What follows belongs to an exercise in optimizing a design on an open flow for small area; a production flow would make more cautious choices. Function was checked by simulation only, so behaviour that the tests miss may differ from the original. Power figures rest on the tool's default switching activity, not on a simulated workload.

$ cat flow/design.v
`timescale 1ns / 1ps
module MouseTransmitter(
	input 		RESET,
	input 		CLK,
	input 		CLK_MOUSE_IN,
	output 		CLK_MOUSE_OUT_EN,  
	input 		DATA_MOUSE_IN,
	output 		DATA_MOUSE_OUT,
	output 		DATA_MOUSE_OUT_EN,
	input 		SEND_BYTE,
	input [7:0] BYTE_TO_SEND,
	output 		BYTE_SENT
);
	reg ClkMouseInDly;
	always@(posedge CLK)
		ClkMouseInDly <= CLK_MOUSE_IN;
	reg [3:0] 	Curr_State, Next_State;
	reg 			Curr_MouseClkOutWE, Next_MouseClkOutWE;
	reg 			Curr_MouseDataOut, Next_MouseDataOut;
	reg 			Curr_MouseDataOutWE, Next_MouseDataOutWE;
	reg [15:0] 	Curr_SendCounter, Next_SendCounter;
	reg 			Curr_ByteSent, Next_ByteSent;
	reg [7:0] 	Curr_ByteToSend, Next_ByteToSend;
	always@(posedge CLK)
		begin
			if(RESET) 
				begin
					Curr_State 					<= 0;
					Curr_MouseClkOutWE 		<= 1'b0;
					Curr_MouseDataOut 		<= 1'b0;
					Curr_MouseDataOutWE 		<= 1'b0;
					Curr_SendCounter 			<= 0;
					Curr_ByteSent 				<= 1'b0;
					Curr_ByteToSend 			<= 0;
				end
			else
				begin
					Curr_State 					<= Next_State;
					Curr_MouseClkOutWE 		<= Next_MouseClkOutWE;
					Curr_MouseDataOut 		<= Next_MouseDataOut;
					Curr_MouseDataOutWE 		<= Next_MouseDataOutWE;
					Curr_SendCounter 			<= Next_SendCounter;
					Curr_ByteSent 				<= Next_ByteSent;
					Curr_ByteToSend 			<= Next_ByteToSend;
				end
		end
	always@* 
		begin
			Next_State 				= Curr_State;
			Next_MouseClkOutWE 	= 1'b0;
			Next_MouseDataOut 	= 1'b0;
			Next_MouseDataOutWE 	= Curr_MouseDataOutWE;
			Next_SendCounter 		= Curr_SendCounter;
			Next_ByteSent 			= 1'b0;
			Next_ByteToSend 		= Curr_ByteToSend;
			case(Curr_State)
				0: 
					begin
						if(SEND_BYTE) 
							begin
								Next_State 				= 1;
								Next_ByteToSend 		= BYTE_TO_SEND;
							end
						Next_MouseDataOutWE 		= 1'b0;
					end
				1: 
					begin
							if(Curr_SendCounter == 6000)
								begin
									Next_State 			= 2;
									Next_SendCounter 	= 0;
								end
							else
								Next_SendCounter 	= Curr_SendCounter + 1'b1;
							Next_MouseClkOutWE 	= 1'b1;
					end
				2: 
					begin
						Next_State 					= 3;
						Next_MouseDataOutWE 		= 1'b1;
					end
				3: 
					begin  
						if(ClkMouseInDly & ~CLK_MOUSE_IN)
							Next_State 				= 4;
					end
				4: 
					begin  
						if(ClkMouseInDly & ~CLK_MOUSE_IN) 
							begin
								if(Curr_SendCounter == 7) 
									begin
										Next_State 			= 5;
										Next_SendCounter 	= 0;
									end 
								else
									Next_SendCounter 		= Curr_SendCounter + 1'b1;
						end
						Next_MouseDataOut 		= Curr_ByteToSend[Curr_SendCounter];
					end
				5:
					begin  
						if(ClkMouseInDly & ~CLK_MOUSE_IN)
							Next_State 				= 6;
						Next_MouseDataOut 		= ~^Curr_ByteToSend[7:0];
					end
				6: 
					begin 
						if(ClkMouseInDly & ~CLK_MOUSE_IN)
							Next_State 				= 7;
						Next_MouseDataOut 		= 1'b1;
					end
				7: 
					begin
						Next_State 					= 8;
						Next_MouseDataOutWE 		= 1'b0;
					end
				8: 
					begin
						if(!DATA_MOUSE_IN)								 
							Next_State 			= 9;
					end
				9: 
					begin
						if(!CLK_MOUSE_IN)									 
							Next_State 			= 10;
					end
				10: 
					begin
						if(DATA_MOUSE_IN & CLK_MOUSE_IN)				 
							begin
								Next_State 		= 0;					 
								Next_ByteSent 	= 1'b1;					 
							end
					end				
			endcase
		end
	assign CLK_MOUSE_OUT_EN 			= Curr_MouseClkOutWE;
	assign DATA_MOUSE_OUT 				= Curr_MouseDataOut;
	assign DATA_MOUSE_OUT_EN 			= Curr_MouseDataOutWE;
	assign BYTE_SENT 						= Curr_ByteSent;
endmodule
`timescale 1ns / 1ps
module MouseReceiver(
	input 				RESET,
	input 				CLK,
	input 				CLK_MOUSE_IN,
	input 				DATA_MOUSE_IN,
	input 				READ_ENABLE,
	output [7:0] 		BYTE_READ,
	output [1:0] 		BYTE_ERROR_CODE,
	output 				BYTE_READY
);
	reg ClkMouseInDly;
	always@(posedge CLK)
		ClkMouseInDly <= CLK_MOUSE_IN;
	reg [2:0] 			Curr_State, Next_State;
	reg [7:0] 			Curr_MSCodeShiftReg, Next_MSCodeShiftReg;
	reg [3:0] 			Curr_BitCounter, Next_BitCounter;
	reg 					Curr_ByteReceived, Next_ByteReceived;
	reg [1:0] 			Curr_MSCodeStatus, Next_MSCodeStatus;
	reg [15:0] 			Curr_TimeoutCounter, Next_TimeoutCounter;
	always@(posedge CLK) 
		begin
			if(RESET) 
				begin
					Curr_State 				<= 0;
					Curr_MSCodeShiftReg 	<= 8'h00;
					Curr_BitCounter 		<= 0;
					Curr_ByteReceived 	<= 1'b0;
					Curr_MSCodeStatus 	<= 2'b00;
					Curr_TimeoutCounter 	<= 0;
				end 
			else 
				begin
					Curr_State 				<= Next_State;
					Curr_MSCodeShiftReg 	<= Next_MSCodeShiftReg;
					Curr_BitCounter 		<= Next_BitCounter;
					Curr_ByteReceived 	<= Next_ByteReceived;
					Curr_MSCodeStatus 	<= Next_MSCodeStatus;
					Curr_TimeoutCounter 	<= Next_TimeoutCounter;
				end
		end
	always@* 
		begin
			Next_State 				= Curr_State;
			Next_MSCodeShiftReg 	= Curr_MSCodeShiftReg;
			Next_BitCounter 		= Curr_BitCounter;
			Next_ByteReceived 	= 1'b0;
			Next_MSCodeStatus 	= Curr_MSCodeStatus;
			Next_TimeoutCounter 	= Curr_TimeoutCounter + 1'b1;
			case (Curr_State)
				0: 
					begin
						if(READ_ENABLE & ClkMouseInDly & ~CLK_MOUSE_IN & ~DATA_MOUSE_IN) 
							begin
								Next_State 						= 1;
								Next_MSCodeStatus 			= 2'b00;
							end
						Next_BitCounter 					= 0;
					end
				1: 
					begin
						if(Curr_TimeoutCounter == 50000)  
							Next_State 						= 0;
						else if(Curr_BitCounter == 8)
							begin  
								Next_State 						= 2;
								Next_BitCounter 				= 0;
							end 
						else if(ClkMouseInDly & ~CLK_MOUSE_IN)
							begin  
								Next_MSCodeShiftReg[6:0] 	= Curr_MSCodeShiftReg[7:1];
								Next_MSCodeShiftReg[7] 		= DATA_MOUSE_IN;
								Next_BitCounter 				= Curr_BitCounter + 1;
								Next_TimeoutCounter 			= 0;
							end
					end
				2: 
					begin
						if(Curr_TimeoutCounter == 50000)
							Next_State 						= 0;
						else if(ClkMouseInDly & ~CLK_MOUSE_IN)
							begin
								if (DATA_MOUSE_IN != ~^Curr_MSCodeShiftReg[7:0])  
									Next_MSCodeStatus[0] 	= 1'b1;
								Next_BitCounter 			= 0;	 
								Next_State 					= 3;
								Next_TimeoutCounter 		= 0;
							end
					end
				3: 
					begin
						if(Curr_TimeoutCounter == 100000)
							Next_State 									= 0;
						else if(ClkMouseInDly & ~CLK_MOUSE_IN) 
							begin
								if (DATA_MOUSE_IN) 
									Next_MSCodeStatus[1] 			= 1'b0;	 
								else
									Next_MSCodeStatus[1] 			= 1'b1;
								Next_State 								= 4;
								Next_TimeoutCounter 					= 0;
							end
					end	
				4:
					begin  
						Next_ByteReceived 					= 1'b1;		 
						Next_State 								= 0;	 
					end
				default:
					begin
						Next_State 								= 0;
						Next_MSCodeShiftReg 					= 8'h00;
						Next_BitCounter 						= 0;
						Next_ByteReceived 					= 1'b0;
						Next_MSCodeStatus 					= 2'b00;
						Next_TimeoutCounter 					= 0;	
					end
			endcase
		end
	assign BYTE_READY 		= Curr_ByteReceived;
	assign BYTE_READ 			= Curr_MSCodeShiftReg;
	assign BYTE_ERROR_CODE 	= Curr_MSCodeStatus;
endmodule
`timescale 1ns / 1ps
module MouseMasterSM(
	input 			CLK,
	input 			RESET,
	output 			SEND_BYTE,
	output [7:0] 	BYTE_TO_SEND,
	input 			BYTE_SENT,
	output 			READ_ENABLE,
	input [7:0] 	BYTE_READ,
	input [1:0] 	BYTE_ERROR_CODE,
	input 			BYTE_READY,
	output [7:0] 	MOUSE_DX,
	output [7:0] 	MOUSE_DY,
	output [7:0] 	MOUSE_STATUS,
	output 			SEND_INTERRUPT
);
	reg [3:0] 	Curr_State, Next_State;
	reg [23:0] 	Curr_Counter, Next_Counter;
	reg [25:0]	Curr_Timeout_Counter, Next_Timeout_Counter;
	reg 			Curr_SendByte, Next_SendByte;
	reg [7:0] 	Curr_ByteToSend, Next_ByteToSend;
	reg 			Curr_ReadEnable, Next_ReadEnable;
	reg [7:0] 	Curr_Status, Next_Status;
	reg [7:0] 	Curr_Dx, Next_Dx;
	reg [7:0] 	Curr_Dy, Next_Dy;
	reg 			Curr_SendInterrupt, Next_SendInterrupt;
	always@(posedge CLK)
		begin
			if(RESET)
				begin
					Curr_State 				<= 4'h0;
					Curr_Counter 			<= 0;
					Curr_SendByte 			<= 1'b0;
					Curr_ByteToSend 		<= 8'h00;
					Curr_ReadEnable 		<= 1'b0;
					Curr_Status 			<= 8'h00;
					Curr_Dx 					<= 8'h00;
					Curr_Dy 					<= 8'h00;
					Curr_SendInterrupt 	<= 1'b0;
					Curr_Timeout_Counter <= 0;
				end
			else 
				begin
					Curr_State 				<= Next_State;
					Curr_Counter 			<= Next_Counter;
					Curr_SendByte 			<= Next_SendByte;
					Curr_ByteToSend 		<= Next_ByteToSend;
					Curr_ReadEnable 		<= Next_ReadEnable;
					Curr_Status 			<= Next_Status;
					Curr_Dx 					<= Next_Dx;
					Curr_Dy 					<= Next_Dy;
					Curr_SendInterrupt 	<= Next_SendInterrupt;
					Curr_Timeout_Counter <= Next_Timeout_Counter;
				end
		end
	always@* 
		begin
			Next_State 				= Curr_State;
			Next_Counter 			= Curr_Counter;
			Next_SendByte 			= 1'b0;
			Next_ByteToSend 		= Curr_ByteToSend;
			Next_ReadEnable 		= 1'b0;
			Next_Status 			= Curr_Status;
			Next_Dx 					= Curr_Dx;
			Next_Dy 					= Curr_Dy;
			Next_SendInterrupt 	= 1'b0;
			Next_Timeout_Counter = Curr_Timeout_Counter;
			case(Curr_State)
				0: 
					begin
						if(Curr_Counter == 500000)
							begin  
								Next_State 			= 1;
								Next_Counter 		= 0;
							end 
						else	
							Next_Counter 			= Curr_Counter + 1'b1;
					end
				1: 
					begin
						Next_State 					= 2;
						Next_SendByte 				= 1'b1;
						Next_ByteToSend 			= 8'hFF;
					end
				2: 
					begin
						if(BYTE_SENT)
							Next_State 				= 3;
					end
				3: 
					begin
						if(BYTE_READY)
							begin
								if((BYTE_READ == 8'hFA) & (BYTE_ERROR_CODE == 2'b00))
									Next_State 		= 4;
								else
									Next_State 		= 0;
							end
						Next_ReadEnable 			= 1'b1;
					end
				4: 
					begin
						if(BYTE_READY) 
							begin
								if((BYTE_READ == 8'hAA) & (BYTE_ERROR_CODE == 2'b00))
									Next_State 		= 5;
								else
									Next_State 		= 0;
							end
						Next_ReadEnable 			= 1'b1;
					end
				5: 
					begin
						if(BYTE_READY) 
							begin
								if((BYTE_READ == 8'h00) & (BYTE_ERROR_CODE == 2'b00))
									Next_State 		= 6;
								else
									Next_State 		= 0;
							end
						Next_ReadEnable = 1'b1;
					end
				6: 
					begin
						Next_State 					= 7;
						Next_SendByte 				= 1'b1;
						Next_ByteToSend 			= 8'hF4;
					end
				7: if(BYTE_SENT) Next_State = 4'h8;
				8: 
					begin
						if(BYTE_READY) 
							begin
								if((BYTE_READ == 8'hFA) & (BYTE_ERROR_CODE == 2'b00))
									Next_State 		= 9;
								else
									Next_State 		= 0;
							end
						Next_ReadEnable 			= 1'b1;
					end
				9:
					begin
						if(BYTE_READY)
							begin
								if(BYTE_ERROR_CODE == 2'b00)
									begin
										Next_State 					= 10;
										Next_Status 				= BYTE_READ;
										Next_Timeout_Counter 	= 0;	
									end
								else
									Next_State 						= 0;					 
									Next_Timeout_Counter 		= 0;
							end
						else if(Curr_Timeout_Counter == 5000000)		 
							begin
								Next_Timeout_Counter 			= 0;			 
								Next_State							= 0;
							end
						else
							Next_Timeout_Counter = Curr_Timeout_Counter + 1;
						Next_ReadEnable 					= 1'b1;
					end
				10:
					begin
						if(BYTE_READY)
							begin
								if(BYTE_ERROR_CODE == 2'b00)
									begin
										Next_State 			= 11;
										Next_Dx 				= BYTE_READ;
									end
								else
									Next_State 				= 0;
							end
						Next_ReadEnable 					= 1'b1;
					end
				11:
					begin
						if(BYTE_READY)
							begin
								if(BYTE_ERROR_CODE == 2'b00)
									begin
										Next_State 			= 12;
										Next_Dy 				= BYTE_READ;
									end
								else
									Next_State 				= 0;
							end
						Next_ReadEnable 					= 1'b1;
					end
				12: begin
					Next_State 								= 9;
					Next_SendInterrupt 					= 1'b1;
				end
				default: begin
					Next_State 				= 4'h0;
					Next_Counter 			= 0;
					Next_SendByte 			= 1'b0;
					Next_ByteToSend 		= 8'hFF;
					Next_ReadEnable 		= 1'b0;
					Next_Status 			= 8'h00;
					Next_Dx 					= 8'h00;
					Next_Dy 					= 8'h00;
					Next_SendInterrupt 	= 1'b0;
				end
			endcase
		end
	assign SEND_BYTE 			= Curr_SendByte;
	assign BYTE_TO_SEND 		= Curr_ByteToSend;
	assign READ_ENABLE 		= Curr_ReadEnable;
	assign MOUSE_DX 			= Curr_Dx;
	assign MOUSE_DY 			= Curr_Dy;
	assign MOUSE_STATUS 		= Curr_Status;
	assign SEND_INTERRUPT 	= Curr_SendInterrupt;
endmodule
`timescale 1ns / 1ps
module SevenSegmentDisplay(
	input 			       CLK,
	input 			       RESET,
	input       [3:0]	   DIGIT1, DIGIT2, DIGIT3, DIGIT4,
	input				   DOT_IN,
    output reg	[3:0]	   SEG_SELECT_OUT,
    output reg  [7:0]      HEX_OUT
);
	reg [2:0] SEG_SELECT_IN;
	reg [3:0] BIN_IN;
	reg [19:0] counter;
	always@(posedge CLK)
	begin
		 if (RESET)
			  begin
					SEG_SELECT_IN = 0;
					BIN_IN = 0;
					counter = 0;
			  end
		 else if (SEG_SELECT_IN== 0)
			  begin
					if (counter == 200000)
						 begin
							  SEG_SELECT_IN= 1;
						 end
					else
						 begin
						 counter = counter + 1;
						 BIN_IN = DIGIT1;
						 end
			  end
		 else if (SEG_SELECT_IN== 1)
			  begin
					if (counter == 400000)
						 begin
							  SEG_SELECT_IN= 2;
						 end
					else
						 begin
							  counter = counter + 1;
							  BIN_IN = DIGIT2;
						 end
			  end
		 else if (SEG_SELECT_IN== 2)
			  begin
					if (counter == 600000)
						 begin
							  SEG_SELECT_IN= 3;
						 end
					else
						 begin
							  counter = counter + 1;
							  BIN_IN = DIGIT3;
						 end
			  end
		 else if (SEG_SELECT_IN== 3)
			  begin
					if (counter == 800000)
						 begin
							  SEG_SELECT_IN= 0;
							  counter = 0;
						 end 
					else
						 begin
							  counter = counter + 1;
							  BIN_IN = DIGIT4;
						 end
			  end 
	end
	always@(BIN_IN) begin
        case(BIN_IN)
            4'b0000:    HEX_OUT[6:0] <= 7'b1000000;  
            4'b0001:    HEX_OUT[6:0] <= 7'b1111001;  
            4'b0010:    HEX_OUT[6:0] <= 7'b0100100;  
            4'b0011:    HEX_OUT[6:0] <= 7'b0110000;  
            4'b0100:    HEX_OUT[6:0] <= 7'b0011001;  
            4'b0101:    HEX_OUT[6:0] <= 7'b0010010;  
            4'b0110:    HEX_OUT[6:0] <= 7'b0000010;  
            4'b0111:    HEX_OUT[6:0] <= 7'b1111000;  
            4'b1000:    HEX_OUT[6:0] <= 7'b0000000;  
            4'b1001:    HEX_OUT[6:0] <= 7'b0011000;  
            4'b1010:    HEX_OUT[6:0] <= 7'b0001000;  
            4'b1011:    HEX_OUT[6:0] <= 7'b0000011;  
            4'b1100:    HEX_OUT[6:0] <= 7'b1000110;  
            4'b1101:    HEX_OUT[6:0] <= 7'b0100001;  
            4'b1110:    HEX_OUT[6:0] <= 7'b0000110;  
            4'b1111:    HEX_OUT[6:0] <= 7'b0001110;  
            default:    HEX_OUT[6:0] <= 7'b1111111;  
        endcase
    end
    always@(DOT_IN) begin
        HEX_OUT[7] <= ~DOT_IN;
    end
    always@(SEG_SELECT_IN) begin
        case(SEG_SELECT_IN)
            2'b00:        SEG_SELECT_OUT <= 4'b1110;  
            2'b01:        SEG_SELECT_OUT <= 4'b1101;
            2'b10:        SEG_SELECT_OUT <= 4'b1011;
            2'b11:        SEG_SELECT_OUT <= 4'b0111;  
            default:    SEG_SELECT_OUT <= 4'b1111;  
        endcase
    end
endmodule
`timescale 1ns / 1ps
module MouseTransceiver(
	input 			RESET,
	input 			CLK,
	input 			CLK_MOUSE_IN,		 
	output 			CLK_MOUSE_OUT_EN,	 
	input 			DATA_MOUSE_IN,		 
	output 			DATA_MOUSE_OUT,		 
	output 			DATA_MOUSE_OUT_EN,	 
        output  [3:0] SEG_SELECT_OUT,
        output  [7:0] HEX_OUT,
        output  [1:0] LED_OUT
);
	reg [3:0] 	MouseStatus;		 
	reg [7:0] 	MouseX;
	reg [7:0] 	MouseY;
	parameter [7:0] MouseLimitX = 160;
	parameter [7:0] MouseLimitY = 120;
	reg 	ClkMouseIn;
	wire 	ClkMouseOutEnTrans;
	wire 	DataMouseIn;
	wire 	DataMouseOutTrans;
	wire 	DataMouseOutEnTrans;
	assign CLK_MOUSE_OUT_EN = ClkMouseOutEnTrans;
	assign DataMouseIn = DATA_MOUSE_IN;
	assign DATA_MOUSE_OUT = DataMouseOutTrans;
	assign DATA_MOUSE_OUT_EN = DataMouseOutEnTrans;
	reg [7:0] MouseClkFilter;
	always@(posedge CLK) begin
		if(RESET)
			ClkMouseIn <= 1'b0;
		else 
			begin
				MouseClkFilter[7:1] <= MouseClkFilter[6:0];
				MouseClkFilter[0] <= CLK_MOUSE_IN;
				if(ClkMouseIn & (MouseClkFilter == 8'h00))			
					ClkMouseIn <= 1'b0;
				else if(~ClkMouseIn & (MouseClkFilter == 8'hFF))
					ClkMouseIn <= 1'b1;
			end
	end
	wire 			SendByteToMouse;
	wire 			ByteSentToMouse;
	wire [7:0] 	ByteToSendToMouse;
	MouseTransmitter T(
					.RESET (RESET),
					.CLK(CLK),
					.CLK_MOUSE_IN(ClkMouseIn),
					.CLK_MOUSE_OUT_EN(ClkMouseOutEnTrans),
					.DATA_MOUSE_IN(DataMouseIn),
					.DATA_MOUSE_OUT(DataMouseOutTrans),
					.DATA_MOUSE_OUT_EN (DataMouseOutEnTrans),
					.SEND_BYTE(SendByteToMouse),
					.BYTE_TO_SEND(ByteToSendToMouse),
					.BYTE_SENT(ByteSentToMouse)
	);
	wire 					ReadEnable;
	wire [7:0] 			ByteRead;
	wire [1:0] 			ByteErrorCode;
	wire 					ByteReady;
	MouseReceiver R(
							.RESET(RESET),
							.CLK(CLK),
							.CLK_MOUSE_IN(ClkMouseIn),
							.DATA_MOUSE_IN(DataMouseIn),
							.READ_ENABLE (ReadEnable),
							.BYTE_READ(ByteRead),
							.BYTE_ERROR_CODE(ByteErrorCode),
							.BYTE_READY(ByteReady)
	);
	wire [7:0] 				MouseStatusRaw;
	wire [7:0] 				MouseDxRaw;
	wire [7:0] 				MouseDyRaw;
	wire 						SendInterrupt;
	MouseMasterSM MSM(
								.RESET(RESET),
								.CLK(CLK),
								.SEND_BYTE(SendByteToMouse),
								.BYTE_TO_SEND(ByteToSendToMouse),
								.BYTE_SENT(ByteSentToMouse),
								.READ_ENABLE (ReadEnable),
								.BYTE_READ(ByteRead),
								.BYTE_ERROR_CODE(ByteErrorCode),
								.BYTE_READY(ByteReady),
								.MOUSE_STATUS(MouseStatusRaw),
								.MOUSE_DX(MouseDxRaw),
								.MOUSE_DY(MouseDyRaw),
								.SEND_INTERRUPT(SendInterrupt)
	);
	SevenSegmentDisplay SevenSeg(
								.CLK(CLK),
								.RESET(RESET),
								.DOT_IN(1'b0),
	                            .HEX_OUT(HEX_OUT),
                                .SEG_SELECT_OUT(SEG_SELECT_OUT), 
								.DIGIT1(MouseY[3:0]), 
								.DIGIT2(MouseY[7:4]), 
								.DIGIT3(MouseX[3:0]), 
								.DIGIT4(MouseX[7:4])  
	);
	wire signed [8:0] MouseDx;
	wire signed [8:0] MouseDy;
	wire signed [8:0] MouseNewX;
	wire signed [8:0] MouseNewY;
	assign MouseDx = (MouseStatusRaw[6]) ? (MouseStatusRaw[4] ? {MouseStatusRaw[4],8'h00} : {MouseStatusRaw[4],8'hFF} ) : {MouseStatusRaw[4],MouseDxRaw[7:0]};
	assign MouseDy = (MouseStatusRaw[7]) ? (MouseStatusRaw[5] ? {MouseStatusRaw[5],8'h00} : {MouseStatusRaw[5],8'hFF} ) : {MouseStatusRaw[5],MouseDyRaw[7:0]};
	assign MouseNewX = {1'b0,MouseX} + MouseDx;
	assign MouseNewY = {1'b0,MouseY} + MouseDy;
	always@(posedge CLK)
		begin
			if(RESET) 
				begin
					MouseStatus 	<= 0;
					MouseX 			<= MouseLimitX/2;
					MouseY 			<= MouseLimitY/2;
				end 
			else if (SendInterrupt) 
				begin
					MouseStatus 	<= MouseStatusRaw[3:0];
					if(MouseNewX < 0)
						MouseX 		<= 0;
					else if(MouseNewX > (MouseLimitX-1))
						MouseX 		<= MouseLimitX-1;
					else
						MouseX 		<= MouseNewX[7:0];
					if(MouseNewY < 0)
						MouseY 		<= 0;
					else if(MouseNewY > (MouseLimitY-1))
						MouseY 		<= MouseLimitY-1;
					else
						MouseY 		<= MouseNewY[7:0];
				end
		end
        assign LED_OUT 						= MouseStatus[1:0];
endmodule
$ cat flow/run.sh
#!/bin/bash
# synth_recipe.tcl (not shown) runs the flow's synth.tcl, then flattens the netlist and writes it again
# the make line also repeats each setting of config.mk as NAME=value (left out here)
make -C /OpenROAD-flow-scripts/flow DESIGN_CONFIG=/design/flow/config.mk WORK_HOME=/design/flow/orfs CLKGATE_MAP_FILE= SYNTH_SCRIPT=/design/flow/synth_recipe.tcl finish
$ cat flow/config.mk
export PLATFORM = sky130hd
export DESIGN_NAME = MouseTransceiver
export DESIGN_NICKNAME = MouseTransceiver
export VERILOG_FILES = /design/flow/design.v
export SDC_FILE = /design/flow/constraint.sdc
export NUM_CORES = 4
export LEC_CHECK = 0
export CAP_MARGIN = 20
export CORE_MARGIN = 2
export CORE_UTILIZATION = 40
export SLEW_MARGIN = 20
$ cat flow/constraint.sdc
create_clock -name core_clock -period 10.0 [get_ports {CLK}]
set_input_delay 2.0000 -clock core_clock [delete_from_list [all_inputs] [get_ports {CLK}]]
set_output_delay 2.0000 -clock core_clock [all_outputs]
set_load 0.01 [all_outputs]
==> results.sh <==
export IMPL_gr_total_overflow=0
export IMPL_leakage_nw=4.33
export IMPL_fin_worst_hold_slack_ps=455
export IMPL_cp_slowest_cell="nor2_4"
export IMPL_dr_first_iter_drc_count=676
export IMPL_synth_enable_flop_cells=8
export IMPL_max_slew_headroom_pct=28.5
export IMPL_r2r_end="HEX_OUT[3]$_DFF_P_"
export IMPL_initial_util_pct=40.6
export IMPL_required_ps=10370
export IMPL_cts_tree="built"
export IMPL_top_level_port_count=21
export IMPL_final_hold_viol_count=0
export IMPL_clock_insertion_delay_worst_skew_ps=530
export IMPL_cts_reportedPaths_clkPinSlew_ps=60
export IMPL_status="timing/DRC/antenna clean"
export IMPL_max_slew_worst_pin_slew_ps=1070
export IMPL_port_buffers=19
export IMPL_report_final_setup_viol=0
export IMPL_num_clock_sinks=202
export IMPL_drive_gt1_share_pct=6.46
export IMPL_grt_pass1_wl_um=43600
export IMPL_ys_async_sr_fraction_pct=0
export IMPL_synth_common_cells="194 x dfxtp_1, 163 x nor2_1, 126 x a21oi_1"
export IMPL_setup_reg_to_reg_worst_slack_ps=6050
export IMPL_grt_pass1_vias=8960
export IMPL_cp_slowest_stage_delay_ps=520
export IMPL_remaining_design_rule_violation_count=0
export IMPL_num_rows=61
export IMPL_routedWlPerCell_um=14.4
export IMPL_drt_vias_per_instance=5.44
export IMPL_yosysMostFrequentCell="dfxtp_1"
export IMPL_cts_repair_resize_count=0
export IMPL_floorplan_die_height_um=172
export IMPL_yosysWarnings=5
export IMPL_final_setup_skew_ps=12.5
export IMPL_crit_path_start_kind="flop"
export IMPL_placeableCoreArea_sq_um=27800
export IMPL_path_class="reg -> reg"
export IMPL_netlist_area_leader_share_pct=34.5
export IMPL_post_route_period_util_pct=39.5
export IMPL_holdCritPathClass="reg -> reg"
export IMPL_grt_usage_pct=17.4
export IMPL_period_minus_slack_ps=3950
export IMPL_postSynthRegisterBits=202
export IMPL_report_final_slew_viol_count=0
export IMPL_fp_dieW_um=172
export IMPL_cts_htree_levels=1
export IMPL_power_density_cell_area_nw_per_um2=155
export IMPL_synth_main_ff_cell="dfxtp_1"
export IMPL_post_synth_main_area_contributors="dfxtp_1 34%, ha_1 5.9%, a21oi_1 5.6%, nor2_1 5.4%, o21ai_0 4.1%"
export IMPL_postCtsHoldBufs=0
export IMPL_cp_buffers_inverters=2
export IMPL_area_growth_pct=10.7
export IMPL_syn_area_sq_um=11300
export IMPL_mappedNetlistNets=1445
export IMPL_layout_nets=1434
export IMPL_timing_fmax_mhz=253
export IMPL_crit_path_end="HEX_OUT[3]$_DFF_P_"
export IMPL_crit_path_cell_trace="inv_1, ha_1, nor4b_2, nand4_2, nor2_4, nor3_4, mux2i_2, nor2_1, inv_1, ha_1, nor2b_1, o221ai_1, o311ai_0, o311ai_0"
export IMPL_grt_antenna_before_repair=0
export IMPL_r2r_worst_path_cells=14
export IMPL_vias=9629
export IMPL_ys_types=99
export IMPL_endpoint_kind="flop"
export IMPL_post_route_ant_nets=0
export IMPL_crit_fanout=22
export IMPL_place_congestion=0.814
export IMPL_num_antenna_cells=0
export IMPL_grt_start_max_net_pins=84
export IMPL_cts_root_buffer_cell="clkbuf_16"
export IMPL_die_area_sq_um=29500
export IMPL_ys_seq_area_share_pct=36.6
export IMPL_worst_path_stages=14
export IMPL_arrival_time_at_the_worst_endpoint_ps=4320
export IMPL_post_layout_total_power_mw=1.93
export IMPL_rsz0062_at_grt="no"
export IMPL_totalWireLength_um=25600
export IMPL_synthDominantAreaCellType="dfxtp_1"
export IMPL_cts_root_to_sink_buffers=3
export IMPL_finalSetupTns_ps=0
export IMPL_drt_pass1_iterations=4
export IMPL_syn_area_per_cell_sq_um=8.13
export IMPL_crit_family="simple AND/OR/NAND/NOR gates"
export IMPL_ir_worst_vdd_mv=0.104
export IMPL_cap_viol_max_count=0
export IMPL_hpwlAfterDp_um=17500
export IMPL_num_cts_buffers=24
export IMPL_syn_instance_count=1386
export IMPL_post_cts_buffers=0
export IMPL_reg_to_reg_start="SevenSeg.SEG_SELECT_IN[0]$_SDFFE_PP0P_"
export IMPL_timing_critical_path_from="SevenSeg.SEG_SELECT_IN[0]$_SDFFE_PP0P_"
layout by cell type, fill, tap and decap left out, types with 8 or more instances in the layout:
cell type        count
dfxtp_1            194
nor2_1             163
a21oi_1            126
nand2_1            118
o21ai_0             93
nand3_1             72
inv_1               59
ha_1                53
xor2_1              32
xnor2_1             29
and3_1              25
clkbuf_16           25
nor3_1              23
nor4_1              23
nand4_1             23
nor2b_1             22
or3_1               20
clkdlybuf4s50_1     18
nand2b_1            17
mux2i_1             14
or4_1               11
a22oi_1             11
o21a_1               9
a31oi_1              9
a21o_1               9
edfxtp_1             8
nand3b_1             8
clkinv_2             8
worst min-delay path by stage:
stage / depth (start not counted) / startpoint / to / slack (ps)
floorplan: 0 / ClkMouseIn$_SDFFE_PP0P_ / R.ClkMouseInDly$_DFF_P_ / 400
global placement: 2 / MSM.Curr_Dx[6]$_SDFFE_PP0P_ / MSM.Curr_Dx[6]$_SDFFE_PP0P_ / 440
detailed placement: 2 / MSM.Curr_Dx[1]$_SDFFE_PP0P_ / MSM.Curr_Dx[1]$_SDFFE_PP0P_ / 450
CTS: 2 / MSM.Curr_Dx[5]$_SDFFE_PP0P_ / MSM.Curr_Dx[5]$_SDFFE_PP0P_ / 450
global route: 2 / MSM.Curr_Dx[6]$_SDFFE_PP0P_ / MSM.Curr_Dx[6]$_SDFFE_PP0P_ / 470
finish: 2 / MSM.Curr_Dx[3]$_SDFFE_PP0P_ / MSM.Curr_Dx[3]$_SDFFE_PP0P_ / 450
layout make-up:
cell class,instances,area (sq um)
well taps,378,473
clock inverters,10,56.3
repair buffers,23,218
flip-flops and latches,202,4120
inverters,64,240
fillers,2794,15300
clock buffers,34,719
multi-input cells,1060,6640
registers in the layout, summed over array words and instances (netlist names), 3 cells and up:
signal and flops:
MouseY 8, MSM.Curr_Timeout_Counter 26, MSM.Curr_Dx 8, MSM.Curr_Dy 8, R.Curr_TimeoutCounter 16, T.Curr_SendCounter 16
R.Curr_MSCodeShiftReg 8, MSM.Curr_State 4, MouseClkFilter 8, T.Curr_State 4, SevenSeg.BIN_IN 4, MSM.Curr_Status 6
R.Curr_BitCounter 4, SevenSeg.counter 20, R.Curr_State 3, MouseX 8, HEX_OUT 7, MSM.Curr_Counter 24
routing by layer:
metal | GRT usage [%] | up-vias | share of wire [%]
met4 | 4.57 | 0 | 1.8
met2 | 28.1 | 152 | 44
met5 | 0 | - | 0
met3 | 2.66 | 40 | 3.8
met1 | 24.4 | 4499 | 51
li1 | - | 4938 | -
where the power goes:
part           switching, mW  leakage (nW)  internal [mW]
registers             0.0336          1.65          0.834
logic                  0.137          2.30         0.0789
clock network          0.348         0.390          0.500
metrics by stage:
stage	cells	setup WS, ps	util, %	instance area, sq um
2_1_floorplan	1386	6370	-	11300
3_3_place_gp	1727	5860	42.1	11700
3_5_place_dp	1727	5790	42.1	11700
4_1_cts	1771	6020	44.9	12500
5_1_grt	1771	5630	44.9	12500
6_report	1771	6050	44.9	12500
worst register-to-register path, cell delays in order, from the launching register on:
cell and delay (ps):
dfxtp_1 440, inv_1 130, ha_1 350, nor4b_2 330, nand4_2 220, nor2_4 520
nor3_4 230, mux2i_2 260, nor2_1 220, inv_1 110, ha_1 340, nor2b_1 180
o221ai_1 130, o311ai_0 140, o311ai_0 200
cell families after synthesis:
family,share of synthesized area [%]
muxes,2.02
AOI/OAI and AO/OA,19.0
and+or+nand+nor,26.8
DFF,36.6
other,0.0333
xor gates and xnor gates,4.74
buffers and inverters,4.51
adders and majority gates,6.24

==> what the ideal ports hide <==
In the flow no input, the clock included, has a driving cell. The finished layout below was timed again as built, in two steps.
Step 1: set_driving_cell puts a clkbuf_16 on CLK and a buf_2 on each other input, an assumption about the parent block.
Step 2, shift: input delay + t, output delay - t, t = (earliest + latest rising clock arrival at the registers) / 2. This alone moves slack from input paths to output paths.
Slacks: no drivers / after step 1 / after step 2; pairs: no drivers / after step 1.
t (ns): 0.569
setup slack, ns: 6.051 / 6.001 / 5.792
latest minus earliest clock arrival (ns): 0.016 / 0.015
After both steps this run still meets setup and hold. The setup slack of this run moves by -0.050 ns with the drivers and by -0.259 ns with both steps.
